From an optimization exercise on the open Yosys and OpenROAD flow, aimed at small area and a short achievable clock period; shortcuts taken in it are not production practice. In this exercise RTL edits were held to simulation tests only and were not proved equivalent to the original. No activity file was given, so power comes from the tool's default toggle rates.

$ cat design/flow/config.mk
export PLATFORM = sky130hd
export DESIGN_NAME = cpu_riscv
export DESIGN_NICKNAME = cpu_riscv
export VERILOG_FILES = /design/flow/design.v
export SDC_FILE = /design/flow/constraint.sdc
export NUM_CORES = 8
export LEC_CHECK = 0
export CAP_MARGIN = 20
export CORE_MARGIN = 2
export CORE_UTILIZATION = 35
export CTS_BUF_LIST = sky130_fd_sc_hd__clkbuf_16
export CTS_CLUSTER_DIAMETER = 100
export CTS_CLUSTER_SIZE = 25
export PLACE_DENSITY = 0.55
export SETUP_SLACK_MARGIN = 5
export SLEW_MARGIN = 20
export SYNTH_HIERARCHICAL = 1
$ cat design/flow/constraint.sdc
create_clock -name core_clock -period 13.0 [get_ports {clk}]
set_input_delay 2.6000 -clock core_clock [delete_from_list [all_inputs] [get_ports {clk}]]
set_output_delay 2.6000 -clock core_clock [all_outputs]
set_load 0.01 [all_outputs]
$ cat design/flow/design.v
`timescale 1ns / 1ps
module program_counter (
    input  wire        clk,
    input  wire        reset,
    input  wire [31:0] pc_next,
    output reg  [31:0] pc_current
);
always @(posedge clk or posedge reset) begin
    if (reset)
        pc_current <= 32'b0;
    else
        pc_current <= pc_next;
end
endmodule
`timescale 1ns / 1ps
module alu (
    input  wire [31:0] a,
    input  wire [31:0] rs2,
    input  wire [31:0] imm,
    input  wire        use_rs2,
    input  wire        sub,
    input  wire        shift_left,
    input  wire        shift_arith,
    output wire [31:0] sum,
    output wire [31:0] p,       
    output wire [31:0] g,       
    output wire [31:0] sh_r,    
    output wire        lt,
    output wire        ltu,
    output wire        cout,    
    output wire        eq       
);
wire [31:0] b_eff;
wire        b31;
wire [4:0]  shamt;
alu_operand operand (
    .rs2(rs2), .imm(imm), .use_rs2(use_rs2), .sub(sub),
    .b31(b31), .shamt(shamt), .b_eff(b_eff)
);
vec_xor pgen (.a(a), .b(b_eff), .y(p));
vec_and ggen (.a(a), .b(b_eff), .y(g));
wire [32:0] c;
prefix_carry carry (.g(g), .p(p), .cin(sub), .c(c));
vec_xor sgen (.a(p), .b(c[31:0]), .y(sum));
assign cout = c[32];
assign ltu = ~c[32];
assign lt  = (a[31] ^ b31) ? a[31] : ~c[32];
and_reduce32 eq_reduce (.a(p), .y(eq));
shifter sh (
    .a(a), .amount(shamt), .left(shift_left), .arith(shift_arith),
    .y(sh_r)
);
endmodule
module alu_operand (
    input  wire [31:0] rs2,
    input  wire [31:0] imm,
    input  wire        use_rs2,
    input  wire        sub,
    output wire        b31,
    output wire [4:0]  shamt,
    output wire [31:0] b_eff
);
wire [31:0] t;
alu_operand_t tgen (.imm(imm), .use_rs2(use_rs2), .sub(sub), .t(t));
and_xor32     mix  (.a(rs2), .en(use_rs2), .t(t), .y(b_eff));
assign b31   = use_rs2 ? rs2[31]  : imm[31];
assign shamt = use_rs2 ? rs2[4:0] : imm[4:0];
endmodule
module alu_operand_t (
    input  wire [31:0] imm,
    input  wire        use_rs2,
    input  wire        sub,
    output wire [31:0] t
);
wire [11:0] lo = use_rs2 ? {12{sub}} : (imm[11:0] ^ {12{sub}});
wire        hi = use_rs2 ? sub : (imm[11] ^ sub);
assign t = {{20{hi}}, lo};
endmodule
module and_xor32 (
    input  wire [31:0] a,
    input  wire        en,
    input  wire [31:0] t,
    output wire [31:0] y
);
assign y = (a & {32{en}}) ^ t;
endmodule
module vec_xor (
    input  wire [31:0] a,
    input  wire [31:0] b,
    output wire [31:0] y
);
assign y = a ^ b;
endmodule
module vec_and (
    input  wire [31:0] a,
    input  wire [31:0] b,
    output wire [31:0] y
);
assign y = a & b;
endmodule
module and_reduce32 (
    input  wire [31:0] a,
    output wire        y
);
assign y = &a;
endmodule
module prefix_carry (
    input  wire [31:0] g,
    input  wire [31:0] p,
    input  wire        cin,
    output wire [32:0] c
);
wire [31:0] gg [0:5];
wire [31:0] pp [0:5];
assign gg[0] = {g[31:1], g[0] | (p[0] & cin)};
assign pp[0] = p;
genvar l, i;
generate
    for (l = 1; l <= 5; l = l + 1) begin : lvl
        for (i = 0; i < 32; i = i + 1) begin : n
            if (i >= (1 << (l - 1))) begin
                assign gg[l][i] = gg[l-1][i] | (pp[l-1][i] & gg[l-1][i - (1 << (l - 1))]);
                assign pp[l][i] = pp[l-1][i] & pp[l-1][i - (1 << (l - 1))];
            end else begin
                assign gg[l][i] = gg[l-1][i];
                assign pp[l][i] = pp[l-1][i];
            end
        end
    end
endgenerate
assign c = {gg[5], cin};
endmodule
module shifter (
    input  wire [31:0] a,
    input  wire [4:0]  amount,
    input  wire        left,
    input  wire        arith,
    output wire [31:0] y
);
wire [31:0] a_rev;
genvar i;
generate
    for (i = 0; i < 32; i = i + 1) begin : rev
        assign a_rev[i] = a[31 - i];
    end
endgenerate
wire        fill = arith & a[31];
wire [31:0] s0 = left ? a_rev : a;
wire [34:0] e0 = {{3{fill}}, s0};
reg  [31:0] s1, s2;
integer k;
always @(*) begin
    for (k = 0; k < 32; k = k + 1)
        case (amount[1:0])
            2'd0:    s1[k] = e0[k];
            2'd1:    s1[k] = e0[k+1];
            2'd2:    s1[k] = e0[k+2];
            default: s1[k] = e0[k+3];
        endcase
end
wire [43:0] e1 = {{12{fill}}, s1};
always @(*) begin
    for (k = 0; k < 32; k = k + 1)
        case (amount[3:2])
            2'd0:    s2[k] = e1[k];
            2'd1:    s2[k] = e1[k+4];
            2'd2:    s2[k] = e1[k+8];
            default: s2[k] = e1[k+12];
        endcase
end
assign y = amount[4] ? {{16{fill}}, s2[31:16]} : s2;
endmodule
`timescale 1ns / 1ps
module branch_unit (
    input  wire [2:0]  funct3,
    input  wire        is_br,
    input  wire        is_jal,
    input  wire        eq,     
    input  wire        a31,    
    input  wire        b31,    
    output wire        taken1,
    output wire        taken0
);
wire sd = a31 ^ b31;
wire lt1 = sd & a31;
wire lt0 = ~sd | a31;
wire c_eq  = ~funct3[1] & (eq ^ funct3[0]);
wire c1 = funct3[2] ? ((funct3[1] ? 1'b0 : lt1) ^ funct3[0]) : c_eq;
wire c0 = funct3[2] ? ((funct3[1] ? 1'b1 : lt0) ^ funct3[0]) : c_eq;
assign taken1 = is_jal | (is_br & c1);
assign taken0 = is_jal | (is_br & c0);
endmodule
module pc_choice (
    input  wire is_jalr,
    input  wire cout,
    input  wire taken1,
    input  wire taken0,
    output wire take,
    output wire step
);
wire t1 = ~is_jalr & taken1;
wire t0 = ~is_jalr & taken0;
wire s1 = ~is_jalr & ~taken1;
wire s0 = ~is_jalr & ~taken0;
assign take = cout ? t1 : t0;
assign step = cout ? s1 : s0;
endmodule
module pc_select (
    input  wire        is_jalr,
    input  wire        take,
    input  wire        step,
    input  wire [31:0] sum,
    input  wire [31:0] pc_target,
    input  wire [31:0] pc_plus_4,
    output wire [31:0] pc_next
);
assign pc_next = ({32{is_jalr}} & {sum[31:1], 1'b0}) |
                 ({32{take}}    & pc_target)         |
                 ({32{step}}    & pc_plus_4);
endmodule
`timescale 1ns / 1ps
module immediate_generator (
    input  wire [31:0] instr,
    input  wire        is_jal,
    input  wire        is_auipc,
    output wire [31:0] imm_pc
);
wire [31:0] imm_b = {{20{instr[31]}}, instr[7], instr[30:25], instr[11:8], 1'b0};
wire [31:0] imm_j = {{12{instr[31]}}, instr[19:12], instr[20], instr[30:21], 1'b0};
wire [31:0] imm_u = {instr[31:12], 12'b0};
assign imm_pc = is_jal ? imm_j : (is_auipc ? imm_u : imm_b);
endmodule
`timescale 1ns / 1ps
module register_bank (
    input  wire        clk,
    input  wire        reset,
    input  wire        write_enable,
    input  wire [4:0]  rs1,
    input  wire [4:0]  rs2,
    input  wire [4:0]  rd,
    input  wire [31:0] write_data,
    output wire [31:0] rs1_data,
    output wire [31:0] rs2_data,
    input  wire [4:0]  debug_address,
    output wire [31:0] debug_data
);
reg  [31:0] pend_data;
reg  [4:0]  pend_rd;
reg         pend_valid;
always @(posedge clk) begin
    pend_data <= write_data;
    pend_rd   <= rd;
end
always @(posedge clk or posedge reset)
    if (reset)
        pend_valid <= 1'b0;
    else
        pend_valid <= write_enable;
reg  [31:0] data  [1:31];
reg  [31:1] valid;
wire [31:1] wsel;      
wire [31:1] nsel;      
wire [32*31-1:0] flat;
genvar g;
generate
    for (g = 1; g < 32; g = g + 1) begin : w
        assign wsel[g] = pend_valid & (pend_rd == g);
        assign nsel[g] = write_enable & (rd == g);
        always @(posedge clk)
            if (wsel[g])
                data[g] <= pend_data;
        always @(posedge clk or posedge reset)
            if (reset)
                valid[g] <= 1'b0;
            else if (wsel[g] | nsel[g])
                valid[g] <= ~nsel[g];
        assign flat[32*(g-1) +: 32] = data[g];
    end
endgenerate
read_port port1  (.address(rs1),           .valid(valid), .data(flat),
                  .pend_valid(pend_valid), .pend_rd(pend_rd), .pend_data(pend_data), .q(rs1_data));
read_port port2  (.address(rs2),           .valid(valid), .data(flat),
                  .pend_valid(pend_valid), .pend_rd(pend_rd), .pend_data(pend_data), .q(rs2_data));
read_port port_d (.address(debug_address), .valid(valid), .data(flat),
                  .pend_valid(pend_valid), .pend_rd(pend_rd), .pend_data(pend_data), .q(debug_data));
endmodule
module read_port (
    input  wire [4:0]        address,
    input  wire [31:1]       valid,
    input  wire [32*31-1:0]  data,
    input  wire              pend_valid,
    input  wire [4:0]        pend_rd,
    input  wire [31:0]       pend_data,
    output wire [31:0]       q
);
wire        hit = pend_valid & (address == pend_rd);
wire [31:1] sel;
genvar g, b;
generate
    for (g = 1; g < 32; g = g + 1) begin : dec
        assign sel[g] = valid[g] & (address == g);
    end
    for (b = 0; b < 32; b = b + 1) begin : bits
        wire [30:0] column;
        for (g = 1; g < 32; g = g + 1) begin : col
            assign column[g-1] = data[32*(g-1) + b];
        end
        onehot_mux31 m (.sel(sel), .d(column), .sel_x(hit), .d_x(pend_data[b]), .q(q[b]));
    end
endgenerate
endmodule
module onehot_mux31 (
    input  wire [30:0] sel,
    input  wire [30:0] d,
    input  wire        sel_x,     
    input  wire        d_x,
    output wire        q
);
wire [3:0] grp;
wire [1:0] n;
wire       nx;
onehot_or9 g0 (.sel(sel[8:0]),   .d(d[8:0]),   .q(grp[0]));
onehot_or9 g1 (.sel(sel[17:9]),  .d(d[17:9]),  .q(grp[1]));
onehot_or9 g2 (.sel(sel[26:18]), .d(d[26:18]), .q(grp[2]));
onehot_or4 g3 (.sel(sel[30:27]), .d(d[30:27]), .q(grp[3]));
nor2_cell  n0 (.a(grp[0]), .b(grp[1]), .y(n[0]));
nor2_cell  n1 (.a(grp[2]), .b(grp[3]), .y(n[1]));
nand2_cell x0 (.a(sel_x), .b(d_x), .y(nx));
nand3_cell n2 (.a(n[0]), .b(n[1]), .c(nx), .y(q));
endmodule
module onehot_or9 (
    input  wire [8:0] sel,
    input  wire [8:0] d,
    output wire       q
);
wire [2:0] n;
aoi222_cell a0 (.a1(sel[0]), .a2(d[0]), .b1(sel[1]), .b2(d[1]), .c1(sel[2]), .c2(d[2]), .y(n[0]));
aoi222_cell a1 (.a1(sel[3]), .a2(d[3]), .b1(sel[4]), .b2(d[4]), .c1(sel[5]), .c2(d[5]), .y(n[1]));
aoi222_cell a2 (.a1(sel[6]), .a2(d[6]), .b1(sel[7]), .b2(d[7]), .c1(sel[8]), .c2(d[8]), .y(n[2]));
nand3_cell  r  (.a(n[0]), .b(n[1]), .c(n[2]), .y(q));
endmodule
module onehot_or4 (
    input  wire [3:0] sel,
    input  wire [3:0] d,
    output wire       q
);
assign q = |(sel & d);
endmodule
module onehot_or5 (
    input  wire [4:0] sel,
    input  wire [4:0] d,
    output wire       q
);
assign q = |(sel & d);
endmodule
module aoi222_cell (input wire a1, a2, b1, b2, c1, c2, output wire y);
assign y = ~((a1 & a2) | (b1 & b2) | (c1 & c2));
endmodule
module nor2_cell (input wire a, b, output wire y);
assign y = ~(a | b);
endmodule
module nand2_cell (input wire a, b, output wire y);
assign y = ~(a & b);
endmodule
module nand3_cell (input wire a, b, c, output wire y);
assign y = ~(a & b & c);
endmodule
`timescale 1ns / 1ps
module data_memory (
    input  wire        clk,
    input  wire        store,
    input  wire [2:0]  funct3,
    input  wire [31:0] base,
    input  wire [11:0] offset,
    input  wire [31:0] store_data,
    output wire [31:0] word,        
    output wire [1:0]  addr_lo,     
    output wire        aligned      
);
wire [31:0] off = {{20{offset[11]}}, offset};
assign addr_lo = base[1:0] + off[1:0];
wire [1:0] size = funct3[1:0];
assign aligned = (size == 2'b00) |
               ((size == 2'b01) & ~addr_lo[0]) |
               ((size == 2'b10) & (addr_lo == 2'b00));
wire [31:0] hit;
wire        in_range;
wire [31:0] word_sel;
genvar g;
dmem_decode decode (
    .base(base),
    .off(off),
    .hit(hit),
    .in_range(in_range),
    .word_sel(word_sel)
);
wire [6:0] addr = {5'b0, addr_lo};
wire [3:0] lane_en;
assign lane_en[0] = (size == 2'b10) | ((size == 2'b01) & ~addr[1]) | ((size == 2'b00) & (addr[1:0] == 2'd0));
assign lane_en[1] = (size == 2'b10) | ((size == 2'b01) & ~addr[1]) | ((size == 2'b00) & (addr[1:0] == 2'd1));
assign lane_en[2] = (size == 2'b10) | ((size == 2'b01) &  addr[1]) | ((size == 2'b00) & (addr[1:0] == 2'd2));
assign lane_en[3] = (size == 2'b10) | ((size == 2'b01) &  addr[1]) | ((size == 2'b00) & (addr[1:0] == 2'd3));
wire [31:0] wdata;
assign wdata[7:0]   = store_data[7:0];
assign wdata[15:8]  = (size == 2'b00) ? store_data[7:0] : store_data[15:8];
assign wdata[23:16] = size[1] ? store_data[23:16] : store_data[7:0];
assign wdata[31:24] = size[1] ? store_data[31:24] : (size[0] ? store_data[15:8] : store_data[7:0]);
wire do_store = store & aligned;
reg [31:0] mem [0:31];
generate
    for (g = 0; g < 32; g = g + 1) begin : wr
        genvar l;
        for (l = 0; l < 4; l = l + 1) begin : lane
            always @(posedge clk)
                if (do_store & word_sel[g] & lane_en[l])
                    mem[g][8*l +: 8] <= wdata[8*l +: 8];
        end
    end
endgenerate
generate
    for (g = 0; g < 32; g = g + 1) begin : rd
        wire [31:0] column;
        genvar k;
        for (k = 0; k < 32; k = k + 1) begin : col
            assign column[k] = mem[k][g];
        end
        dmem_mux32 m (.sel(hit), .d(column), .in_range(in_range), .q(word[g]));
    end
endgenerate
endmodule
module dmem_decode (
    input  wire [31:0] base,
    input  wire [31:0] off,
    output wire [31:0] hit,
    output wire        in_range,
    output wire [31:0] word_sel
);
wire [31:0] p;
wire [6:0]  g;
wire [30:0] o;
vec_xor          pgen (.a(base), .b(off), .y(p));
vec_and7         ggen (.a(base[6:0]), .b(off[6:0]), .y(g));
vec_or31         ogen (.a(base[30:0]), .b(off[30:0]), .y(o));
dmem_match       match (.p(p), .g(g), .o(o), .hit(hit), .in_range(in_range), .word_sel(word_sel));
endmodule
module vec_and7 (
    input  wire [6:0] a,
    input  wire [6:0] b,
    output wire [6:0] y
);
assign y = a & b;
endmodule
module vec_or31 (
    input  wire [30:0] a,
    input  wire [30:0] b,
    output wire [30:0] y
);
assign y = a | b;
endmodule
module dmem_match (
    input  wire [31:0] p,
    input  wire [6:0]  g,
    input  wire [30:0] o,
    output wire [31:0] hit,
    output wire        in_range,
    output wire [31:0] word_sel
);
wire c2 = g[1] | (o[1] & g[0]);
wire c3 = g[2] | (o[2] & c2);
wire c4 = g[3] | (o[3] & c3);
wire c5 = g[4] | (o[4] & c4);
wire c6 = g[5] | (o[5] & c5);
wire c7 = g[6] | (o[6] & c6);
wire [31:7] z;
assign z[7] = ~(p[7] ^ c7);
genvar i;
generate
    for (i = 8; i < 32; i = i + 1) begin : hz
        assign z[i] = ~(p[i] ^ o[i-1]);
    end
endgenerate
assign in_range = &z;
wire [1:0] m2;
assign m2[1] = p[2] ^ c2;
assign m2[0] = ~m2[1];
wire [3:0] m3, m4, m5, m6;
assign m3[0] = ~(p[3] ^ o[2]);  assign m3[1] = ~(p[3] ^ g[2]);
assign m3[2] =  (p[3] ^ o[2]);  assign m3[3] =  (p[3] ^ g[2]);
assign m4[0] = ~(p[4] ^ o[3]);  assign m4[1] = ~(p[4] ^ g[3]);
assign m4[2] =  (p[4] ^ o[3]);  assign m4[3] =  (p[4] ^ g[3]);
assign m5[0] = ~(p[5] ^ o[4]);  assign m5[1] = ~(p[5] ^ g[4]);
assign m5[2] =  (p[5] ^ o[4]);  assign m5[3] =  (p[5] ^ g[4]);
assign m6[0] = ~(p[6] ^ o[5]);  assign m6[1] = ~(p[6] ^ g[5]);
assign m6[2] =  (p[6] ^ o[5]);  assign m6[3] =  (p[6] ^ g[5]);
genvar w;
generate
    for (w = 0; w < 32; w = w + 1) begin : sel
        assign hit[w] = m2[w & 1] & m3[(w >> 0) & 3] & m4[(w >> 1) & 3] &
                        m5[(w >> 2) & 3] & m6[(w >> 3) & 3];
        if (w == 0)
            assign word_sel[w] = hit[w] | ~in_range;
        else
            assign word_sel[w] = hit[w] & in_range;
    end
endgenerate
endmodule
module dmem_mux32 (
    input  wire [31:0] sel,
    input  wire [31:0] d,
    input  wire        in_range,
    output wire        q
);
wire [3:0] grp;
wire [1:0] n;
wire       x;
onehot_or9 g0 (.sel(sel[8:0]),   .d(d[8:0]),   .q(grp[0]));
onehot_or9 g1 (.sel(sel[17:9]),  .d(d[17:9]),  .q(grp[1]));
onehot_or9 g2 (.sel(sel[26:18]), .d(d[26:18]), .q(grp[2]));
onehot_or5 g3 (.sel(sel[31:27]), .d(d[31:27]), .q(grp[3]));
oai21_cell n0 (.a1(grp[0]), .a2(grp[1]), .b(in_range), .y(n[0]));
oai21_cell n1 (.a1(grp[2]), .a2(grp[3]), .b(in_range), .y(n[1]));
nand2b_cell x0 (.a_n(in_range), .b(d[0]), .y(x));
nand3_cell n2 (.a(n[0]), .b(n[1]), .c(x), .y(q));
endmodule
module oai21_cell (input wire a1, a2, b, output wire y);
assign y = ~((a1 | a2) & b);
endmodule
module nand2b_cell (input wire a_n, b, output wire y);
assign y = ~(~a_n & b);
endmodule
`timescale 1ns / 1ps
module control_unit (
    input  wire [31:0] instr,
    output wire is_op,
    output wire is_opi,
    output wire is_load,
    output wire is_store,
    output wire is_br,
    output wire is_jal,
    output wire is_jalr,
    output wire is_lui,
    output wire is_auipc,
    output wire sel_sum,
    output wire sel_p,       
    output wire sel_g,       
    output wire sel_shr,     
    output wire sel_shl,     
    output wire sel_slt,
    output wire sel_sltu,
    output wire alu_sub,
    output wire use_rs2,
    output wire shift_left,
    output wire shift_arith,
    output wire reg_write
);
wire [6:0] opcode = instr[6:0];
wire [2:0] f3     = instr[14:12];
wire [6:0] f7     = instr[31:25];
assign is_op    = opcode == 7'b0110011;
assign is_opi   = opcode == 7'b0010011;
assign is_load  = opcode == 7'b0000011;
assign is_store = opcode == 7'b0100011;
assign is_br    = opcode == 7'b1100011;
assign is_jal   = opcode == 7'b1101111;
assign is_jalr  = opcode == 7'b1100111;
assign is_lui   = opcode == 7'b0110111;
assign is_auipc = opcode == 7'b0010111;
wire f7z = f7 == 7'b0000000;
wire f7s = f7 == 7'b0100000;
wire rz  = is_op & f7z;    
wire ri  = rz | is_opi;
wire op_sll  = ri & (f3 == 3'b001);
wire op_slt  = ri & (f3 == 3'b010);
wire op_sltu = ri & (f3 == 3'b011);
wire op_xor  = ri & (f3 == 3'b100);
wire op_srl  = (rz | (is_opi & ~instr[30])) & (f3 == 3'b101);
wire op_sra  = ((is_op & f7s) | (is_opi & instr[30])) & (f3 == 3'b101);
wire op_or   = ri & (f3 == 3'b110);
wire op_and  = ri & (f3 == 3'b111);
wire op_sub  = is_op & f7s & (f3 == 3'b000);
assign sel_sum  = (is_op | is_opi) &
                  ~(op_sll | op_slt | op_sltu | op_xor | op_srl | op_sra | op_or | op_and);
assign sel_p    = op_xor | op_or;
assign sel_g    = op_and | op_or;
assign sel_shr  = op_srl | op_sra;
assign sel_shl  = op_sll;
assign sel_slt  = op_slt;
assign sel_sltu = op_sltu;
assign alu_sub     = op_sub | op_slt | op_sltu | is_br;
assign use_rs2     = is_op | is_br;
assign shift_left  = op_sll;
assign shift_arith = op_sra;
assign reg_write = (is_op | is_opi | is_load | is_jal | is_jalr | is_lui | is_auipc)
                   & (instr[11:7] != 5'd0);
endmodule
`timescale 1ns / 1ps
module cpu_riscv (
    input  wire        clk,
    input  wire        reset,
    output wire [31:0] instr_addr,
    input  wire [31:0] instr_data,
    input  wire [4:0]  register_data_debug_address,
    output wire [31:0] register_data_debug
);
wire [31:0] instr = instr_data;
wire [31:0] pc;
wire [31:0] pc_next;
program_counter pc_reg (
    .clk(clk),
    .reset(reset),
    .pc_next(pc_next),
    .pc_current(pc)
);
assign instr_addr = pc;
wire is_op, is_opi, is_load, is_store, is_br, is_jal, is_jalr, is_lui, is_auipc;
wire sel_sum, sel_p, sel_g, sel_shr, sel_shl, sel_slt, sel_sltu;
wire alu_sub, use_rs2, shift_left, shift_arith;
wire reg_write;
control_unit ctrl (
    .instr(instr),
    .is_op(is_op), .is_opi(is_opi), .is_load(is_load), .is_store(is_store),
    .is_br(is_br), .is_jal(is_jal), .is_jalr(is_jalr), .is_lui(is_lui), .is_auipc(is_auipc),
    .sel_sum(sel_sum), .sel_p(sel_p), .sel_g(sel_g), .sel_shr(sel_shr), .sel_shl(sel_shl),
    .sel_slt(sel_slt), .sel_sltu(sel_sltu),
    .alu_sub(alu_sub), .use_rs2(use_rs2), .shift_left(shift_left), .shift_arith(shift_arith),
    .reg_write(reg_write)
);
wire [31:0] imm_i = {{20{instr[31]}}, instr[31:20]};
wire [31:0] imm_s = {{20{instr[31]}}, instr[31:25], instr[11:7]};
wire [31:0] imm_u = {instr[31:12], 12'b0};
wire [31:0] pc_imm;
immediate_generator imm_gen (
    .instr(instr),
    .is_jal(is_jal),
    .is_auipc(is_auipc),
    .imm_pc(pc_imm)
);
wire [31:0] rs1_data, rs2_data, wb_data;
register_bank regs (
    .clk(clk),
    .reset(reset),
    .write_enable(reg_write),
    .rs1(instr[19:15]),
    .rs2(instr[24:20]),
    .rd(instr[11:7]),
    .write_data(wb_data),
    .rs1_data(rs1_data),
    .rs2_data(rs2_data),
    .debug_address(register_data_debug_address),
    .debug_data(register_data_debug)
);
wire [31:0] alu_sum, alu_p, alu_g, alu_sh;
wire        alu_lt, alu_ltu, alu_cout, alu_eq;
alu alu_core (
    .a(rs1_data), .rs2(rs2_data), .imm(imm_i), .use_rs2(use_rs2), .sub(alu_sub),
    .shift_left(shift_left), .shift_arith(shift_arith),
    .sum(alu_sum), .p(alu_p), .g(alu_g), .sh_r(alu_sh),
    .lt(alu_lt), .ltu(alu_ltu), .cout(alu_cout), .eq(alu_eq)
);
wire taken1, taken0;
branch_unit brancher (
    .funct3(instr[14:12]),
    .is_br(is_br),
    .is_jal(is_jal),
    .eq(alu_eq),
    .a31(rs1_data[31]),
    .b31(rs2_data[31]),
    .taken1(taken1),
    .taken0(taken0)
);
wire [31:0] mem_word;
wire [1:0]  mem_addr_lo;
wire        mem_aligned;
data_memory dmem (
    .clk(clk),
    .store(is_store),
    .funct3(instr[14:12]),
    .base(rs1_data),
    .offset(is_store ? imm_s[11:0] : imm_i[11:0]),
    .store_data(rs2_data),
    .word(mem_word),
    .addr_lo(mem_addr_lo),
    .aligned(mem_aligned)
);
wire [31:0] pc_plus_4 = {pc[31:2] + 30'd1, pc[1:0]};
wire [31:0] pc_target = pc + pc_imm;
wire pc_take, pc_step;
pc_choice pc_ch (
    .is_jalr(is_jalr), .cout(alu_cout), .taken1(taken1), .taken0(taken0),
    .take(pc_take), .step(pc_step)
);
pc_select pc_sel (
    .is_jalr(is_jalr), .take(pc_take), .step(pc_step), .sum(alu_sum),
    .pc_target(pc_target), .pc_plus_4(pc_plus_4),
    .pc_next(pc_next)
);
wire l0, l1, l2, l3, h0, h1, w0, s7, s15, s23, s31, e8, e16;
load_select lsel (
    .is_load(is_load), .funct3(instr[14:12]), .addr_lo(mem_addr_lo), .aligned(mem_aligned),
    .l0(l0), .l1(l1), .l2(l2), .l3(l3), .h0(h0), .h1(h1), .w0(w0),
    .s7(s7), .s15(s15), .s23(s23), .s31(s31), .e8(e8), .e16(e16)
);
write_back wb (
    .sel_sum(sel_sum), .sel_p(sel_p), .sel_g(sel_g), .sel_shr(sel_shr), .sel_shl(sel_shl),
    .sel_slt(sel_slt), .sel_sltu(sel_sltu),
    .is_link(is_jal | is_jalr),
    .is_lui(is_lui),
    .is_auipc(is_auipc),
    .l0(l0), .l1(l1), .l2(l2), .l3(l3), .h0(h0), .h1(h1), .w0(w0),
    .s7(s7), .s15(s15), .s23(s23), .s31(s31), .e8(e8), .e16(e16),
    .word(mem_word),
    .sum(alu_sum), .p(alu_p), .g(alu_g), .sh(alu_sh), .lt(alu_lt), .ltu(alu_ltu),
    .pc_plus_4(pc_plus_4),
    .imm_u(imm_u),
    .pc_target(pc_target),
    .wb_data(wb_data)
);
endmodule
module load_select (
    input  wire        is_load,
    input  wire [2:0]  funct3,
    input  wire [1:0]  addr_lo,
    input  wire        aligned,
    output wire        l0, l1, l2, l3,       
    output wire        h0, h1,               
    output wire        w0,                   
    output wire        s7, s15, s23, s31,    
    output wire        e8, e16               
);
wire ld   = is_load & aligned;     
wire sb   = funct3[1:0] == 2'b00;
wire sh16 = funct3[1:0] == 2'b01;
wire sw   = funct3[1:0] == 2'b10;
wire sx   = ~funct3[2];
assign l0 = ld & (addr_lo == 2'd0);
assign l1 = ld & (addr_lo == 2'd1);
assign l2 = ld & (addr_lo == 2'd2);
assign l3 = ld & (addr_lo == 2'd3);
assign h0 = ld & (sw | (sh16 & ~addr_lo[1]));
assign h1 = ld & sh16 & addr_lo[1];
assign w0 = ld & sw;
assign s7  = sb & (addr_lo == 2'd0);
assign s15 = (sb & (addr_lo == 2'd1)) | (sh16 & ~addr_lo[1]);
assign s23 = sb & (addr_lo == 2'd2);
assign s31 = (sb & (addr_lo == 2'd3)) | (sh16 & addr_lo[1]);
assign e8  = ld & sb & sx;
assign e16 = ld & (sb | sh16) & sx;
endmodule
module write_back (
    input  wire        sel_sum,
    input  wire        sel_p,
    input  wire        sel_g,
    input  wire        sel_shr,
    input  wire        sel_shl,
    input  wire        sel_slt,
    input  wire        sel_sltu,
    input  wire        is_link,
    input  wire        is_lui,
    input  wire        is_auipc,
    input  wire        l0, l1, l2, l3, h0, h1, w0,
    input  wire        s7, s15, s23, s31, e8, e16,
    input  wire [31:0] word,
    input  wire [31:0] sum,
    input  wire [31:0] p,
    input  wire [31:0] g,
    input  wire [31:0] sh,
    input  wire        lt,
    input  wire        ltu,
    input  wire [31:0] pc_plus_4,
    input  wire [31:0] imm_u,
    input  wire [31:0] pc_target,
    output wire [31:0] wb_data
);
wire [31:0] sh_rev;
genvar i;
generate
    for (i = 0; i < 32; i = i + 1) begin : rev
        assign sh_rev[i] = sh[31 - i];
    end
endgenerate
wire [31:0] other =
    ({32{sel_sum}}  & sum)       |
    ({32{sel_p}}    & p)         |
    ({32{sel_g}}    & g)         |
    ({32{sel_shr}}  & sh)        |
    ({32{sel_shl}}  & sh_rev)    |
    {31'b0, (sel_slt & lt) | (sel_sltu & ltu)} |
    ({32{is_link}}  & pc_plus_4) |
    ({32{is_lui}}   & imm_u)     |
    ({32{is_auipc}} & pc_target);
wire sign = (s7 & word[7]) | (s15 & word[15]) | (s23 & word[23]) | (s31 & word[31]);
assign wb_data[7:0]   = other[7:0] |
                        ({8{l0}} & word[7:0])   | ({8{l1}} & word[15:8]) |
                        ({8{l2}} & word[23:16]) | ({8{l3}} & word[31:24]);
assign wb_data[15:8]  = other[15:8] |
                        ({8{h0}} & word[15:8]) | ({8{h1}} & word[31:24]) | {8{e8 & sign}};
assign wb_data[31:16] = other[31:16] |
                        ({16{w0}} & word[31:16]) | {16{e16 & sign}};
endmodule
$ cat design/flow/run.sh
#!/bin/bash
# synth_recipe.tcl (not shown) runs the flow's synth.tcl, then flattens the netlist and writes it again
# the make line also repeats each setting of config.mk as NAME=value (left out here)
make -C /OpenROAD-flow-scripts/flow DESIGN_CONFIG=/design/flow/config.mk WORK_HOME=/design/flow/orfs CLKGATE_MAP_FILE= SYNTH_SCRIPT=/design/flow/synth_recipe.tcl finish
==> results of run 1 <==
[final timing paths]
kind                                           startpoint                               to  slack (ps)  cells after the start
max                        register_data_debug_address[2]          register_data_debug[30]        4910                      9
min                            regs.pend_data[15]$_DFF_P_      regs.data[24][15]$_DFFE_PP_         600                      0
max reg2reg                    regs.valid[24]$_DFFE_PP0P_       regs.pend_data[20]$_DFF_P_        6830                     23
min reg2reg                    regs.pend_data[15]$_DFF_P_      regs.data[24][15]$_DFFE_PP_         600                      0
max in group asynchronous                           reset  pc_reg.pc_current[12]$_DFF_PP0_       10090                      3
min in group asynchronous                           reset       regs.valid[20]$_DFFE_PP0P_        2480                      3
[metrics by stage]
step	setup WS, ps	utilization	hold WS [ps]	instances	power (mW)
2_1_floorplan	5190	-	479.7	6682	8.733
3_3_place_gp	1335	0.3796	576.9	10680	9.626
3_5_place_dp	2055	0.3801	577.2	10690	9.623
4_1_cts	4982	0.3997	599.2	10880	13.35
5_1_grt	4964	0.4054	596.2	10940	13.75
6_report	4906	0.4055	604.8	10950	13.44
[worst max-delay path: cells and delay by family]
kind                   cells  cell delay (ps)
AO/OA/AOI/OAI              1              150
buffers and inverters      3             1300
AND/OR/NAND/NOR            5             1400
[cell type report]
class | count | area, sq um | area share
tap | 3705 | 4636 | 0.04131
inverter | 66 | 251.5 | 0.002241
timing repair buffer | 553 | 4917 | 0.04381
clock buffer | 102 | 2552 | 0.02274
sequential | 2117 | 62880 | 0.5603
antenna | 11 | 27.53 | 0.0002453
clock inverter | 43 | 513.0 | 0.004571
multi-input combinational | 4350 | 36450 | 0.3248
[registers in the layout, indices dropped and copies added (netlist names)]
signal	cells
dmem.mem	1024
pc_reg.pc_current	32
regs.data	992
regs.pend_data	32
regs.pend_rd	5
regs.pend_valid	1
regs.valid	31
[layout by cell type, fill, tap and decap left out, drive strengths merged, types with 62 or more instances in the layout]
master,n
nor3b,140
inv,92
a22oi,259
nor2,355
clkbuf,112
buf,456
o21ai,148
nand3,566
xor2,141
and2,62
a222oi,1231
clkdlybuf4s50,81
nand2,375
and3,114
a22o,63
xnor2,109
a21oi,64
dfrtp,64
edfxtp,2016
[routing by layer]
layer  global-route usage  wire [microns]  up-vias
met4               0.1549           30360       16
met3              0.09311           64450     1204
met1               0.3891          160000    39630
met2               0.4277          185400     6825
li1                     -               -    30660
met5             0.001687             143        -
[power by group]
group	switching (mW)	internal [mW]	total [mW]
clock	2.28	1.49	3.78
sequential	0.127	7.50	7.62
combinational	1.41	0.637	2.04
total	3.81	9.63	13.4
[repair_timing]
item                       in CTS  in global routing
gates cloned                    1                  7
buffers inserted               42                 53
pin swaps                      62                148
gates resized for setup       481                227
hold endpoints to repair        0                  0
setup endpoints to repair    1120               1101
==> key figures, run 1 <==
STA
  – Final Hold Fails: 0
  – Worst slew margin: 0.07046
  – RSZ-0062 raised after global routing: yes
  – Final Cycle Share: 0.6226
  – Clock Skews: 86.66 ps
  – TNS Setup: 0 ps
  – Setup violators final: 0
  – Max-slew violations: 0
  – Max Fclk: 0.1235 GHz
  – Worst-margin pin slew: 1380 ps
  – Tmin final: 8094 ps

Final layout
  – Cell area after layout: 112200 sq um
  – Nets: 7262
  – # fillers: 25600
  – Area Growth Syn to Fin: 15.20%
  – Share of cells above drive strength 1: 0.1881

Global route
  – Initial antenna violation count: 18
  – First-pass GRT wire length: 590300 microns
  – Largest net degree at the start of global routing: 129
  – GRT Overall Usage: 0.2935
  – Vias in the first global route: 71810
  – Remaining global-route overflow: 0

Setup path
  – Critical Path Fanout Max: 27
  – Critical path, cell by cell: buf_2, nor2b_4, and3_1, buf_6, a22oi_1, nand2_1, nor2_4, nand3_1, clkdlybuf4s50_1
  – CP Launch Type: primary input
  – Worst setup EP type: output port
  – Required @ worst endpoint: 10400 ps
  – Slowest stage delay, CP: 600 ps
  – WP data arrival: 5490 ps
  – Crit Path Class: primary input to output port
  – Crit path max-delay cell type: clkdlybuf4s50_1

Floorplan
  – Die X: 531.6 microns
  – Boundary pin count: 103
  – Initial cell density of the core: 0.3520
  – Die Ht: 531.6 microns
  – Num rows: 193
  – Die area: 282600 sq um
  – Core region area: 276700 sq um

Clocking
  – CTS tree: built
  – CTS Buf Count: 101
  – Clock-pin slew on the worst setup and hold paths: 110 ps
  – Root buffer cell: clkbuf_16
  – CTS Buffer Depth: 3
  – Skew-Pair Late Insertion Delay: 850 ps
  – Clock sinks: 2117
  – Hold-fix buffer count after cts: 0
  – H-tree depth: 3

Synthesis
  – Mapped Cells: 6671
  – Post-synthesis cell area: 97420 sq um
  – Yosys warns: 13
  – Avg Cell Area, Syn: 14.60 sq um

Worst hold path
  – Hold Path Class: flip-flop to flip-flop

Drt
  – Via count: 78330
  – ANT nets after route: 0
  – DRC Markers: 0
  – Vias per cell: 7.156
  – First DRT Iteration DRCs: 21300
  – Routed len/inst: 40.23 microns
  – Pre-Repair DR Iteration Count: 23
  – Total length of routed wires: 440400 microns

Pwr
  – Pwr Density: 119.8 nW/um^2
  – VDD IR-drop max: 0.0001402 V
  – P_leak: 38.71 nW

Place
  – Placed Area: 105200 sq um
  – Hpwl dp: 284900 microns
  – I/O Buffers: 102
  – GP Congestion: 1.031

Flow run
  – MaxCap Viol Count: 0

Status
  – Status: finished clean
==> run 2, diff against run 1 <==
--- a/design/flow/config.mk
+++ b/design/flow/config.mk
@@ -12,5 +12,5 @@
 export CTS_CLUSTER_DIAMETER = 100
 export CTS_CLUSTER_SIZE = 25
-export PLACE_DENSITY = 0.55
+export PLACE_DENSITY = 0.62
 export SETUP_SLACK_MARGIN = 5
 export SLEW_MARGIN = 20
==> run 2 against run 1 <==
  * Wire length decreased by 0.20%
  * Design area decreased by 0.20%
  * Sequential share of layout area increased by 0.11 points
  * Cell count fell by 0.20%
  * Register-to-register slack got worse by 40 ps
  * Critical path depth grew 15
==> key figures, run 2 <==
Drt
  – Pre-Repair DR Iteration Count: 15 (-35%)
  – ANT nets after route: 0 (unchanged)
  – DRC Markers: 0 (unchanged)
  – Total length of routed wires: 439600 microns (-0.20%)
  – First DRT Iteration DRCs: 21010 (-1.4%)
  – Vias per cell: 7.211 (+0.77%)
  – Via count: 78780 (+0.57%)
  – Routed len/inst: 40.24 microns (about the same)

Synthesis
  – Mapped Cells: 6671 (unchanged)
  – Post-synthesis cell area: 97420 sq um (unchanged)
  – Avg Cell Area, Syn: 14.60 sq um (unchanged)
  – Yosys warns: 13 (unchanged)

Pwr
  – VDD IR-drop max: 0.0001233 V (-12%)
  – P_leak: 38.65 nW (-0.16%)
  – Pwr Density: 119.9 nW/um^2 (about the same)

STA
  – Final Cycle Share: 0.6272 (+0.004553)
  – Setup violators final: 0 (unchanged)
  – Max-slew violations: 0 (unchanged)
  – Max Fclk: 0.1226 GHz (-0.73%)
  – Final hold slack: 552.7 ps (-52.10 ps)
  – TNS Setup: 0 ps (unchanged)
  – Setup ws final: 4847 ps (-59.19 ps)
  – Tmin final: 8153 ps (+59.19 ps)
  – Clock Skews: 62.86 ps (-23.80 ps)
  – Worst-margin pin slew: 1237 ps (-142.4 ps)
  – Final Hold Fails: 0 (unchanged)
  – RSZ-0062 raised after global routing: yes
  – Worst slew margin: 0.1742 (+0.1038)

Floorplan
  – Initial cell density of the core: 0.3520 (unchanged)
  – Die Ht: 531.6 microns (unchanged)
  – Num rows: 193 (unchanged)
  – Boundary pin count: 103 (unchanged)
  – Core region area: 276700 sq um (unchanged)
  – Die X: 531.6 microns (unchanged)
  – Die area: 282600 sq um (unchanged)

Final layout
  – Cell area after layout: 112000 sq um (-0.20%)
  – Most common cell after layout, fill and taps aside: edfxtp_1
  – Area Growth Syn to Fin: 14.97%
  – Share of cells above drive strength 1: 0.1850 (-0.003069)
  – Largest register FFs: 1024 (unchanged)
  – Register name with the most flops: dmem.mem
  – Nets: 7227 (-0.48%)
  – Largest regs: dmem.mem: 1024 flops, regs.data: 992 flops
  – Post-Layout Cell Count: 10930 (-0.20%)
  – Most frequent cells in the layout: 2016 x edfxtp_1, 1231 x a222oi_1, 427 x nand3_1, 362 x nand2_1, 325 x buf_4

Global route
  – GRT Overall Usage: 0.2922 (-0.001350)
  – Initial antenna violation count: 27 (+9)
  – Remaining global-route overflow: 0 (unchanged)
  – Vias in the first global route: 71560 (-0.34%)
  – Largest net degree at the start of global routing: 58 (-55%)
  – First-pass GRT wire length: 587800 microns (-0.42%)

Clocking
  – Skew-Pair Late Insertion Delay: 850 ps (about the same)
  – Hold-fix buffer count after cts: 0 (unchanged)
  – CTS Buffer Depth: 3 (unchanged)
  – Clock-pin slew on the worst setup and hold paths: 100 ps (about the same)
  – CTS Buf Count: 101 (unchanged)
  – H-tree depth: 3 (unchanged)
  – Root buffer cell: clkbuf_16
  – CTS tree: built
  – Clock sinks: 2117 (unchanged)

Status
  – Status: finished clean

Setup path
  – R2r startpoint: regs.valid[8]$_DFFE_PP0P_
  – CP Launch Type: primary input
  – Required @ worst endpoint: 13670 ps (+3270 ps)
  – Capturing point of the worst reg2reg path: regs.pend_data[5]$_DFF_P_
  – Crit Path Class: primary input to flip-flop
  – Critical Path Fanout Max: 32 (+19%)
  – Setup crit end: regs.pend_data[5]$_DFF_P_
  – Reg2Reg Depth: 21 (-8.7%)
  – R2R Setup Slk: 6790 ps (-40 ps)
  – Start point of the critical path: instr_data[17]
  – WP data arrival: 8820 ps (+3330 ps)
  – Worst setup EP type: flip-flop

Place
  – I/O Buffers: 102 (unchanged)
  – Cells after DPL: 10650 (-0.36%)
  – Pre-CTS setup slack: 1739 ps (-315.5 ps)
  – GP Congestion: 1.017 (-1.4%)
  – Placed Area: 104900 sq um (-0.30%)
  – Hpwl dp: 278800 microns (-2.1%)

Worst hold path
  – Hold Path Class: flip-flop to flip-flop

Flow run
  – MaxCap Viol Count: 0 (unchanged)
==> run 2: cell types whose count changed in the layout (fill, tap and decap cells not counted), sizes merged <==
cell and change:
inv +12, and2b +1, nor2 -1, clkdlybuf4s50 -13
clkinv -2, clkbuf -2, buf -36, bufbuf +1
diode +4, dlymetal6s2s +5, nand3 +2, dlygate4sd2 +7
==> run 2: per-layer routing <==
metal,vias up,global-route usage,wire length (microns)
li1,30610,-,-
met1,39570,0.3761,153300
met2,7292,0.4311,186100
met3,1297,0.08894,64860
met4,10,0.1777,35080
met5,-,0,214
==> run 2: critical path, stage by stage <==
cell and delay [ps]:
clkbuf_4 220, and2_4 250, and2b_1 250, and3_1 210, buf_6 250, a222oi_1 470
nand3_1 290, nor2_4 310, nand3_1 140, buf_4 210, and2_1 200, a21oi_4 200
xor2_4 150, and2b_2 260, nand2_4 100, nor2_2 90, buf_12 160, a222oi_1 900
nand3_1 370, o21ai_4 370, nand3_4 180, a22o_1 240, a221oi_1 200, nand3_1 130
==> run 2: per-stage QoR <==
step | power [mW] | utilization
3_5_place_dp | 9.601 | 0.3790
5_1_grt | 13.70 | 0.4046
2_1_floorplan | 8.733 | -
3_3_place_gp | 9.596 | 0.3786
4_1_cts | 13.32 | 0.3997
6_report | 13.43 | 0.4047
==> run 2: worst min path at each step <==
stage                               startpoint                    endpoint  cells after the start
finish              regs.valid[27]$_DFFE_PP0P_  regs.valid[27]$_DFFE_PP0P_                      1
global route        regs.valid[31]$_DFFE_PP0P_  regs.valid[31]$_DFFE_PP0P_                      1
CTS                 regs.valid[31]$_DFFE_PP0P_  regs.valid[31]$_DFFE_PP0P_                      1
global placement    regs.valid[31]$_DFFE_PP0P_  regs.valid[31]$_DFFE_PP0P_                      1
floorplan           regs.valid[22]$_DFFE_PP0P_  regs.valid[22]$_DFFE_PP0P_                      1
detailed placement  regs.valid[25]$_DFFE_PP0P_  regs.valid[25]$_DFFE_PP0P_                      1
==> run 2: layout make-up <==
| type | instances | area (sq um) |
|---|---|---|
| clock buffers | 101 | 2527 |
| repair buffers | 516 | 4796 |
| multi-input cells | 4352 | 36310 |
| clock inverters | 53 | 564.3 |
| well taps | 3705 | 4636 |
| flip-flops and latches | 2117 | 62880 |
| diodes | 15 | 37.54 |
| inverters | 66 | 255.2 |
| fillers | 25390 | 164700 |
==> run 2: what timing repair did <==
item | 4_1_cts | 5_1_grt
endpoints found under the setup margin | 1120 | 1077
cloned | 5 | 6
buffers inserted | 51 | 45
gates resized for setup | 538 | 215
pin swaps | 102 | 128
==> run 2: power by group <==
group,internal [mW],total [mW],switching [mW]
Sequential,7.50,7.62,0.121
Combinational,0.631,2.03,1.40
Clock,1.49,3.78,2.29
==> run 3, diff against run 2 <==
--- a/design/flow/config.mk
+++ b/design/flow/config.mk
@@ -8,5 +8,5 @@
 export CAP_MARGIN = 20
 export CORE_MARGIN = 2
-export CORE_UTILIZATION = 35
+export CORE_UTILIZATION = 30
 export CTS_BUF_LIST = sky130_fd_sc_hd__clkbuf_16
 export CTS_CLUSTER_DIAMETER = 100
==> run 3 against run 2 <==
  * Still clean on timing, DRC and antenna
  * Area after synthesis did not move
  * Clock power barely moved
  * Register-to-register slack barely moved
  * Clock skew rose by 4.0 ps
  * Cell count rose by 5.0%
  * Clock-buffer cell count rose by 4
  * Worst setup slack improved by 25 ps
  * Die area rose by 17%
  * Critical endpoint is now regs.pend_data[22]$_DFF_P_
  * Largest cell class unchanged
  * Highest routed layer unchanged
==> key figures, run 3 <==
Global route
  – First-pass GRT wire length: 578200 microns (-1.6%)
  – GRT Overall Usage: 0.2448 (-0.04732)
  – Initial antenna violation count: 35 (+30%)
  – Largest net degree at the start of global routing: 57 (-1.7%)
  – Vias in the first global route: 71500 (-0.091%)
  – Remaining global-route overflow: 0 (unchanged)

STA
  – Max Fclk: 0.1230 GHz (+0.31%)
  – Clock Skews: 66.86 ps (+3.996 ps)
  – Worst-margin pin slew: 1243 ps (+6.129 ps)
  – Worst slew margin: 0.1623 (-0.01196)
  – Tmin final: 8128 ps (-25.29 ps)
  – Final Cycle Share: 0.6252 (-0.001945)
  – Max-slew violations: 0 (unchanged)
  – RSZ-0062 raised after global routing: yes
  – Setup ws final: 4872 ps (+25.29 ps)
  – Final hold slack: 625.3 ps (+72.62 ps)
  – TNS Setup: 0 ps (unchanged)
  – Final Hold Fails: 0 (unchanged)
  – Setup violators final: 0 (unchanged)

Floorplan
  – Boundary pin count: 103 (unchanged)
  – Core region area: 323700 sq um (+17%)
  – Initial cell density of the core: 0.3009 (-0.05111)
  – Num rows: 209 (+8.3%)
  – Die X: 573.9 microns (+8.0%)
  – Die area: 329300 sq um (+17%)
  – Die Ht: 573.9 microns (+8.0%)

Pwr
  – P_leak: 38.42 nW (-0.59%)
  – VDD IR-drop max: 0.0001209 V (-1.9%)
  – Tot Pwr: 13.34 mW (-0.64%)
  – Pwr Density: 119.0 nW/um^2 (-0.76%)

Place
  – GP Congestion: 1.014 (-0.23%)
  – Cells after DPL: 11250 (+5.6%)
  – I/O Buffers: 102 (unchanged)
  – Hpwl dp: 271900 microns (-2.5%)
  – Pre-CTS setup slack: 1880 ps (+140.3 ps)
  – Placed Area: 105500 sq um (+0.54%)

Synthesis
  – Avg Cell Area, Syn: 14.60 sq um (unchanged)
  – Yosys warns: 13 (unchanged)
  – Mapped Cells: 6671 (unchanged)
  – Post-synthesis cell area: 97420 sq um (unchanged)

Drt
  – ANT nets after route: 0 (unchanged)
  – Vias per cell: 6.792 (-5.8%)
  – DRC Markers: 0 (unchanged)
  – Total length of routed wires: 427600 microns (-2.7%)
  – Routed len/inst: 37.29 microns (-7.3%)
  – First DRT Iteration DRCs: 20880 (-0.60%)
  – Pre-Repair DR Iteration Count: 15 (unchanged)
  – Via count: 77880 (-1.1%)

Clocking
  – CTS Buf Count: 102 (+0.99%)
  – Clock-pin slew on the worst setup and hold paths: 110 ps (about the same)
  – H-tree depth: 3 (unchanged)
  – Root buffer cell: clkbuf_16
  – Clock sinks: 2117 (unchanged)
  – CTS Buffer Depth: 3 (unchanged)
  – CTS tree: built
  – Skew-Pair Late Insertion Delay: 820 ps (-30 ps)

Setup path
  – Slowest stage delay, CP: 530 ps (-370 ps)
  – Worst setup EP type: flip-flop
  – Kind of cell adding the most delay to the critical path: simple AND/OR/NAND/NOR gates
  – Crit path max-delay cell type: a222oi_1
  – Reg2Reg Depth: 22 (+4.8%)
  – WP data arrival: 8790 ps (-30 ps)
  – CP bufs+invs: 5 (+1)
  – Levels on crit path: 25 (+4.2%)
  – Critical Path Fanout Max: 32 (unchanged)
  – Crit Path Class: primary input to flip-flop
  – Required @ worst endpoint: 13660 ps (about the same)
  – CP Launch Type: primary input

Worst hold path
  – Hold Path Class: flip-flop to flip-flop
  – Worst Hold Depth: 1 (unchanged)

Flow run
  – MaxCap Viol Count: 0 (unchanged)

Status
  – Status: finished clean

Final layout
  – Most common cell after layout, fill and taps aside: edfxtp_1
  – Post-Layout Cell Count: 11470 (+5.0%)
  – Share of cells above drive strength 1: 0.1766 (-0.008449)
  – Largest register FFs: 1024 (unchanged)
  – Most frequent cells in the layout: 2016 x edfxtp_1, 1231 x a222oi_1, 427 x nand3_1, 361 x nand2_1, 284 x buf_4
  – Register name with the most flops: dmem.mem
  – Cell area after layout: 112200 sq um (+0.13%)
  – Final Util: 0.3464 (-0.05831)
  – Largest regs: dmem.mem: 1024 flops, regs.data: 992 flops
  – Area Growth Syn to Fin: 15.12%
  – Nets: 7150 (-1.1%)
[run 3: repair_timing]
action,in CTS,in global routing
pin swaps,103,89
setup endpoints to repair,1120,1103
endpoints found under the hold margin,0,0
hold buffers,0,0
gates cloned,2,0
buffers inserted,34,17
gates resized for setup,532,213
[run 3: worst paths after layout]
kind / start / end / slack (ps)
worst max-delay path: instr_data[17] / regs.pend_data[22]$_DFF_P_ / 4870
worst min-delay path: regs.valid[22]$_DFFE_PP0P_ / regs.valid[22]$_DFFE_PP0P_ / 630
worst max register to register: regs.valid[16]$_DFFE_PP0P_ / regs.pend_data[22]$_DFF_P_ / 6800
worst min register to register: regs.valid[22]$_DFFE_PP0P_ / regs.valid[22]$_DFFE_PP0P_ / 630
max in group asynchronous: reset / pc_reg.pc_current[5]$_DFF_PP0_ / 10060
min in group asynchronous: reset / pc_reg.pc_current[29]$_DFF_PP0_ / 2290
[run 3: power breakdown]
| group | internal, mW | switching, mW |
|---|---|---|
| logic | 0.611 | 1.33 |
| clock network | 1.52 | 2.27 |
| registers | 7.50 | 0.120 |
| total | 9.63 | 3.72 |
[run 3: per-layer routing]
layer,global-route usage,part of all wire,vias up
li1,-,-,30460
met1,0.3120,0.36,39150
met2,0.3671,0.42,7000
met3,0.08075,0.15,1256
met4,0.1328,0.072,14
met5,0,0.00074,-
[run 3: final cells by class]
type / instances / area, sq um
clock inverters: 47 / 481.7
repair buffers: 440 / 3784
clock buffers: 105 / 2628
well taps: 4325 / 5411
inverters: 66 / 255.2
repair inverters: 1 / 5.005
flip-flops and latches: 2117 / 62880
diodes: 17 / 42.54
fillers: 30990 / 211600
multi-input cells: 4349 / 36660
[run 3: worst reg2reg max path, delay by kind of cell, from the launching register on]
kind,cells,cell delay (ps)
xor gates and xnor gates,1,140
buffers and inverters,4,930
DFF,1,540
and+or+nand+nor,11,2420
AOI/OAI and AO/OA,6,2040
==> run 4, diff against run 3 <==
--- a/design/flow/config.mk
+++ b/design/flow/config.mk
@@ -12,5 +12,5 @@
 export CTS_CLUSTER_DIAMETER = 100
 export CTS_CLUSTER_SIZE = 25
-export PLACE_DENSITY = 0.62
+export PLACE_DENSITY = 0.55
 export SETUP_SLACK_MARGIN = 5
 export SLEW_MARGIN = 20
==> run 4 against run 3 <==
  * Wire length rose by 4.2%
  * Clock-buffer cell count down 5
  * First-iteration DRC count fell by 11%
  * Worst hold slack worse by 36 ps
  * Maximum frequency barely moved
  * Register-to-register slack about the same
  * Cell count grew 0.51%
  * Power down 0.14%
==> key figures, run 4 <==
Setup path
  – Worst setup EP type: flip-flop
  – Required @ worst endpoint: 13680 ps (+20 ps)
  – CP bufs+invs: 5 (unchanged)
  – Reg2Reg Depth: 20 (-9.1%)
  – Slowest stage delay, CP: 540 ps (about the same)
  – Crit Path Class: primary input to flip-flop
  – R2r startpoint: regs.valid[6]$_DFFE_PP0P_
  – Critical Path Fanout Max: 19 (-41%)
  – Crit path max-delay cell type: a222oi_1
  – R2R Setup Slk: 6810 ps (about the same)
  – Critical path, cell by cell: buf_2, nor2_1, and2_1, and3_1, buf_4, buf_4, a222oi_1, nand3_1, nor2_4, nand3_1, buf_4, or2_1, xnor2_2, and2b_1, nand2_4, nor2_4, buf_4, a222oi_1, nand3_1, o21ai_1, nand3_1, a221oi_2, nand3_1
  – Capturing point of the worst reg2reg path: regs.pend_data[6]$_DFF_P_
  – WP data arrival: 8800 ps (about the same)
  – Kind of cell adding the most delay to the critical path: simple AND/OR/NAND/NOR gates
  – CP Launch Type: primary input
  – Most frequent CP cell: nand3_1

Drt
  – Total length of routed wires: 445700 microns (+4.2%)
  – ANT nets after route: 0 (unchanged)
  – Via count: 77380 (-0.64%)
  – Vias per cell: 6.714 (-1.1%)
  – DRC Markers: 0 (unchanged)
  – Routed len/inst: 38.68 microns (+3.7%)
  – First DRT Iteration DRCs: 18640 (-11%)
  – Pre-Repair DR Iteration Count: 20 (+5)

Clocking
  – Clock-pin slew on the worst setup and hold paths: 110 ps (about the same)
  – Clock sinks: 2117 (unchanged)
  – CTS tree: built
  – Hold-fix buffer count after cts: 0 (unchanged)
  – H-tree depth: 3 (unchanged)
  – CTS Buffer Depth: 3 (unchanged)
  – Root buffer cell: clkbuf_16
  – CTS Buf Count: 100 (-2.0%)
  – Skew-Pair Late Insertion Delay: 840 ps (+20 ps)

Status
  – Status: finished clean

Final layout
  – Most frequent cells in the layout: 2016 x edfxtp_1, 1231 x a222oi_1, 393 x nand3_1, 360 x nand2_1, 351 x buf_4
  – Nets: 7213 (+0.88%)
  – Final Util: 0.3475 (+0.001071)
  – Largest register FFs: 1024 (unchanged)
  – Largest regs: dmem.mem: 1024 flops, regs.data: 992 flops
  – Register name with the most flops: dmem.mem
  – Share of cells above drive strength 1: 0.1949 (+0.01837)
  – Cell area after layout: 112500 sq um (+0.31%)
  – Area Growth Syn to Fin: 15.48%
  – Most common cell after layout, fill and taps aside: edfxtp_1

Global route
  – First-pass GRT wire length: 599800 microns (+3.7%)
  – Vias in the first global route: 71760 (+0.36%)
  – GRT Overall Usage: 0.2568 (+0.01199)
  – Initial antenna violation count: 32 (-8.6%)
  – Remaining global-route overflow: 0 (unchanged)
  – Largest net degree at the start of global routing: 129 (+130%)

STA
  – Final hold slack: 589.7 ps (-35.67 ps)
  – Clock Skews: 70.20 ps (+3.342 ps)
  – Tmin final: 8122 ps (-6.080 ps)
  – Final Cycle Share: 0.6248 (about the same)
  – Max Fclk: 0.1231 GHz (about the same)
  – Worst slew margin: 0.2228 (+0.06054)
  – Worst-margin pin slew: 1148 ps (-95.81 ps)
  – RSZ-0062 raised after global routing: yes
  – TNS Setup: 0 ps (unchanged)
  – Setup violators final: 0 (unchanged)
  – Final Hold Fails: 0 (unchanged)
  – Max-slew violations: 0 (unchanged)

Worst hold path
  – Hold Path Class: flip-flop to flip-flop
  – Hold EP: regs.data[23][12]$_DFFE_PP_
  – Worst Hold Depth: 0 (-1)
  – Worst Hold Launch: regs.pend_data[12]$_DFF_P_

Floorplan
  – Die Ht: 573.9 microns (unchanged)
  – Num rows: 209 (unchanged)
  – Initial cell density of the core: 0.3009 (unchanged)
  – Die X: 573.9 microns (unchanged)
  – Die area: 329300 sq um (unchanged)
  – Boundary pin count: 103 (unchanged)
  – Core region area: 323700 sq um (unchanged)

Synthesis
  – Avg Cell Area, Syn: 14.60 sq um (unchanged)
  – Yosys warns: 13 (unchanged)
  – Post-synthesis cell area: 97420 sq um (unchanged)
  – Mapped Cells: 6671 (unchanged)

Pwr
  – Pwr Density: 118.4 nW/um^2 (-0.45%)
  – P_leak: 38.29 nW (-0.35%)
  – VDD IR-drop max: 0.0001309 V (+8.2%)

Place
  – Placed Area: 105900 sq um (+0.37%)
  – Hpwl dp: 292400 microns (+7.5%)
  – GP Congestion: 1.004 (-0.99%)
  – I/O Buffers: 102 (unchanged)

Flow run
  – MaxCap Viol Count: 0 (unchanged)
## run 4: how the worst max path moves through the flow
stage | to | slack (ps) | start | cells past startpoint
after CTS | register_data_debug[3] | 4810 | register_data_debug_address[4] | 11
after detailed placement | regs.pend_data[18]$_DFF_P_ | 2110 | instr_data[16] | 21
after global placement | dmem.mem[4][3]$_DFFE_PP_ | 1030 | instr_data[18] | 17
after global routing | register_data_debug[9] | 4890 | register_data_debug_address[4] | 11
final | regs.pend_data[6]$_DFF_P_ | 4880 | instr_data[19] | 23
after floorplan | regs.pend_data[21]$_DFF_P_ | 5190 | instr_data[17] | 20
## run 4: where the power goes
group          switching, mW  internal [mW]
sequential             0.126           7.50
combinational           1.34          0.618
clock                   2.27           1.47
total                   3.73           9.59
## run 4: what timing repair did
item,in CTS,in global routing
buffers inserted,10,52
pin swaps,158,186
cloned,3,5
endpoints found under the setup margin,1120,1101
endpoints found under the hold margin,0,0
gates resized for setup,579,248
## run 4: stage by stage
step / worst slack (ps) / instances / total power [mW]
3_5_place_dp: 2112 / 11290 / 9.590
6_report: 4878 / 11530 / 13.32
5_1_grt: 4895 / 11510 / 13.66
2_1_floorplan: 5190 / 6682 / 8.733
3_3_place_gp: 1032 / 11280 / 9.591
4_1_cts: 4811 / 11450 / 13.25
## run 4: metal layers
layer / global-route usage / wire, microns
met4: 0.1494 / 33960
met1: 0.3257 / 158700
met5: 0.003443 / 294
met2: 0.3914 / 193800
met3: 0.07238 / 59000
## run 4: worst register-to-register path, stage by stage, from the launching register on
cell and delay [ps]:
dfrtp_1 490, and3_1 200, buf_4 220, buf_4 300, a222oi_1 430, nand3_1 290
nor2_4 310, nand3_1 130, buf_4 230, or2_1 290, xnor2_2 260, and2b_1 290
nand2_4 140, nor2_4 130, buf_4 250, a222oi_1 540, nand3_1 310, o21ai_1 280
nand3_1 340, a221oi_2 490, nand3_1 110
## run 4: area by class of cell
class	count	area (sq um)
Fill cell	31220	211200
Sequential cell	2117	62890
Multi-Input combinational cell	4349	36600
Tap cell	4325	5411
Timing Repair Buffer	506	4299
Clock buffer	100	2502
Clock inverter	44	496.7
Inverter	66	251.5
Antenna cell	18	45.04
==> run 5, diff against run 4 <==
==> design/flow/flow/run.sh (new file) <==
#!/bin/bash
# Own layout flow: the standard flow (standard.sh: unchanged synthesis
# and steps). Placement and clock tree synthesis run with config.mk's
# settings; global routing's timing repair then aims at a slightly larger
# setup margin, to make up for what detailed routing later loses. The clock
# period and constraints are the design's. Each step's full log is in
# orfs/logs/; make's own output is in flow_make_*.log here.
set -euo pipefail
cd "$(dirname "$0")/.."
bash standard.sh cts > flow_make_cts.log 2>&1
bash standard.sh SETUP_SLACK_MARGIN=5.35 finish > flow_make_finish.log 2>&1
==> design/flow/standard.sh (new file) <==
#!/bin/bash
# synth_recipe.tcl (not shown) runs the flow's synth.tcl, then flattens the netlist and writes it again
# the make line also repeats each setting of config.mk as NAME=value (left out here)
make -C /OpenROAD-flow-scripts/flow DESIGN_CONFIG=/design/flow/config.mk WORK_HOME=/design/flow/orfs CLKGATE_MAP_FILE= SYNTH_SCRIPT=/design/flow/synth_recipe.tcl "${@:-finish}"
--- a/design/flow/config.mk
+++ b/design/flow/config.mk
@@ -8,9 +8,9 @@
 export CAP_MARGIN = 20
 export CORE_MARGIN = 2
-export CORE_UTILIZATION = 30
+export CORE_UTILIZATION = 35
 export CTS_BUF_LIST = sky130_fd_sc_hd__clkbuf_16
 export CTS_CLUSTER_DIAMETER = 100
 export CTS_CLUSTER_SIZE = 25
-export PLACE_DENSITY = 0.55
+export PLACE_DENSITY = 0.62
 export SETUP_SLACK_MARGIN = 5
 export SLEW_MARGIN = 20
removed: design/flow/run.sh
==> run 5 against run 4 <==
  * Largest power group unchanged
  * Design area is 1.0% higher
  * Wire length is 0.91% lower
  * Still clean on timing, DRC and antenna
  * Sequential share of layout area is 0.59 points lower
  * Synthesized cell count stayed put
  * Via count is 2.0% higher
  * Critical path depth is 1 lower
  * Non-clock buffer count is 57 higher
==> key figures, run 5 <==
Global route
  – First-pass GRT wire length: 587800 microns (-2.0%)
  – GRT Overall Usage: 0.2922 (+0.03533)
  – Largest net degree at the start of global routing: 58 (-55%)
  – Vias in the first global route: 71560 (-0.27%)
  – Initial antenna violation count: 23 (-28%)
  – Remaining global-route overflow: 0 (unchanged)

Clocking
  – Hold-fix buffer count after cts: 0 (unchanged)
  – H-tree depth: 3 (unchanged)
  – Skew-Pair Late Insertion Delay: 860 ps (+20 ps)
  – Clock sinks: 2117 (unchanged)
  – Root buffer cell: clkbuf_16
  – CTS Buf Count: 101 (+1.0%)
  – CTS Buffer Depth: 3 (unchanged)
  – Clock-pin slew on the worst setup and hold paths: 110 ps (about the same)
  – CTS tree: built

Final layout
  – Largest register FFs: 1024 (unchanged)
  – Share of cells above drive strength 1: 0.2041 (+0.009122)
  – Most common cell after layout, fill and taps aside: edfxtp_1
  – Most frequent cells in the layout: 2016 x edfxtp_1, 1231 x a222oi_1, 386 x nand3_1, 361 x nand2_1, 336 x buf_4
  – Nets: 7275 (+0.86%)
  – Register name with the most flops: dmem.mem
  – Largest regs: dmem.mem: 1024 flops, regs.data: 992 flops
  – Area Growth Syn to Fin: 16.68%

STA
  – Max-slew violations: 0 (unchanged)
  – Worst-margin pin slew: 1210 ps (+62.82 ps)
  – Final hold slack: 547.0 ps (-42.62 ps)
  – Max Fclk: 0.1243 GHz (+0.95%)
  – Tmin final: 8046 ps (-76.29 ps)
  – RSZ-0062 raised after global routing: yes
  – Worst slew margin: 0.1922 (-0.03065)
  – Final Cycle Share: 0.6189 (-0.005868)
  – Final Hold Fails: 0 (unchanged)
  – Clock Skews: 66.79 ps (-3.413 ps)
  – TNS Setup: 0 ps (unchanged)
  – Setup violators final: 0 (unchanged)

Setup path
  – R2R Setup Slk: 6830 ps (+20 ps)
  – Crit Path Class: primary input to flip-flop
  – Critical Path Fanout Max: 17 (-2)
  – Setup crit end: regs.pend_data[18]$_DFF_P_
  – Required @ worst endpoint: 13670 ps (about the same)
  – Start point of the critical path: instr_data[16]
  – Worst setup EP type: flip-flop
  – WP data arrival: 8710 ps (-90 ps)
  – Reg2Reg Depth: 22 (+10%)
  – Capturing point of the worst reg2reg path: regs.pend_data[18]$_DFF_P_
  – CP Launch Type: primary input
  – R2r startpoint: regs.valid[8]$_DFFE_PP0P_

Floorplan
  – Die X: 531.6 microns (-7.4%)
  – Die area: 282600 sq um (-14%)
  – Die Ht: 531.6 microns (-7.4%)
  – Core region area: 276700 sq um (-15%)
  – Initial cell density of the core: 0.3520 (+0.05111)
  – Boundary pin count: 103 (unchanged)
  – Num rows: 193 (-7.7%)

Drt
  – Pre-Repair DR Iteration Count: 17 (-15%)
  – Routed len/inst: 40.25 microns (+4.1%)
  – First DRT Iteration DRCs: 20710 (+11%)
  – Total length of routed wires: 441700 microns (-0.91%)
  – Via count: 78930 (+2.0%)
  – DRC Markers: 0 (unchanged)
  – ANT nets after route: 0 (unchanged)
  – Vias per cell: 7.192 (+7.1%)

Pwr
  – VDD IR-drop max: 0.0001231 V (-5.9%)
  – P_leak: 39.96 nW (+4.4%)
  – Pwr Density: 118.5 nW/um^2 (about the same)

Place
  – I/O Buffers: 102 (unchanged)
  – GP Congestion: 1.017 (+1.2%)
  – Hpwl dp: 278800 microns (-4.6%)

Flow run
  – MaxCap Viol Count: 0 (unchanged)

Synthesis
  – Mapped Cells: 6671 (unchanged)
  – Yosys warns: 13 (unchanged)
  – Post-synthesis cell area: 97420 sq um (unchanged)
  – Avg Cell Area, Syn: 14.60 sq um (unchanged)

Status
  – Status: finished clean

Worst hold path
  – Hold Path Class: flip-flop to flip-flop
run 5: power breakdown:
part	total, mW	internal (mW)	switching [mW]	leakage (nW)
Sequential	7.62	7.50	0.121	20.1
Combinational	2.07	0.655	1.42	18.2
Clock	3.78	1.49	2.29	1.60
Total	13.5	9.64	3.83	40.0
run 5: how the worst min path moves through the flow:
stage	start	to	cells past startpoint
floorplan	regs.valid[22]$_DFFE_PP0P_	regs.valid[22]$_DFFE_PP0P_	1
global placement	regs.valid[31]$_DFFE_PP0P_	regs.valid[31]$_DFFE_PP0P_	1
detailed placement	regs.valid[25]$_DFFE_PP0P_	regs.valid[25]$_DFFE_PP0P_	1
CTS	regs.valid[31]$_DFFE_PP0P_	regs.valid[31]$_DFFE_PP0P_	1
global route	regs.valid[31]$_DFFE_PP0P_	regs.valid[31]$_DFFE_PP0P_	1
finish	regs.valid[31]$_DFFE_PP0P_	regs.valid[31]$_DFFE_PP0P_	1
run 5: what timing repair did:
action	CTS	global route
endpoints found under the hold margin	0	0
pin swaps	102	294
setup buffers	51	89
gates resized for setup	538	495
endpoints found under the setup margin	1120	1120
cloned	5	10
run 5: critical path, cell delays in order:
cell	delay, ps
buf_2	320
and2b_2	320
and3_4	200
buf_4	170
clkbuf_16	220
a222oi_1	420
nand3_1	370
nor2_4	350
nand3_4	270
and2_1	310
xnor2_1	210
nand2_2	360
nor2_2	280
buf_6	250
a222oi_1	400
nand3_1	270
o21ai_2	270
nand3_4	160
a22o_4	290
o21ai_4	300
clkbuf_16	220
nand4_1	90
run 5: stage by stage:
stage / power (mW) / cells / util / cell area [sq um] / worst slack [ps]
global route: 13.75 / 10960 / 0.4106 / 113600 / 5104
finish: 13.47 / 10980 / 0.4108 / 113700 / 4954
CTS: 13.32 / 10860 / 0.3997 / 110600 / 5001
global placement: 9.596 / 10650 / 0.3786 / 104800 / 1563
floorplan: 8.733 / 6682 / - / 97460 / 5190
detailed placement: 9.601 / 10650 / 0.3790 / 104900 / 1739
run 5: cell type report:
class	count	area [sq um]
fill	25220	163100
sequential	2117	62880
multi-input combinational	4352	37240
timing repair buffer	563	5522
tap	3705	4636
clock buffer	101	2527
clock inverter	53	564.3
inverter	66	255.2
antenna	17	42.54
timing repair inverter	1	5.005
run 5: per-layer routing:
| metal | up-vias | GRT usage | share of wire | wire length [microns] |
|---|---|---|---|---|
| li1 | 30730 | - | - | - |
| met4 | 14 | 0.1777 | 0.082 | 36170 |
| met5 | - | 0 | 0.00062 | 273 |
| met3 | 1356 | 0.08894 | 0.15 | 65750 |
| met2 | 7338 | 0.4311 | 0.42 | 186900 |
| met1 | 39490 | 0.3761 | 0.35 | 152600 |

afterwards: timing with drivers on the ports:
No port has a modelled driver above. Below, the same layouts with a new extraction and two added sets of constraints.
Step 1 assumes that a clkbuf_16 drives the clock port and a buf_2 every other input.
Step 2 times the ports against the registers' clock, not the clock port: input delays grow and output delays shrink by t, the midpoint of the rising clock arrivals with the driver on.
Three values: ideal ports, drivers, drivers and shift; two values: the first two.
run	t (ns)	setup slack, ns
run 1	0.907	4.906 / 4.881 / 4.094
run 2	0.909	4.847 / 4.840 / 4.007
run 3	0.883	4.872 / 4.715 / 4.057
run 4	0.909	4.878 / 4.892 / 4.049
run 5	0.914	4.954 / 5.004 / 4.090
After both steps every run listed still meets setup and hold.
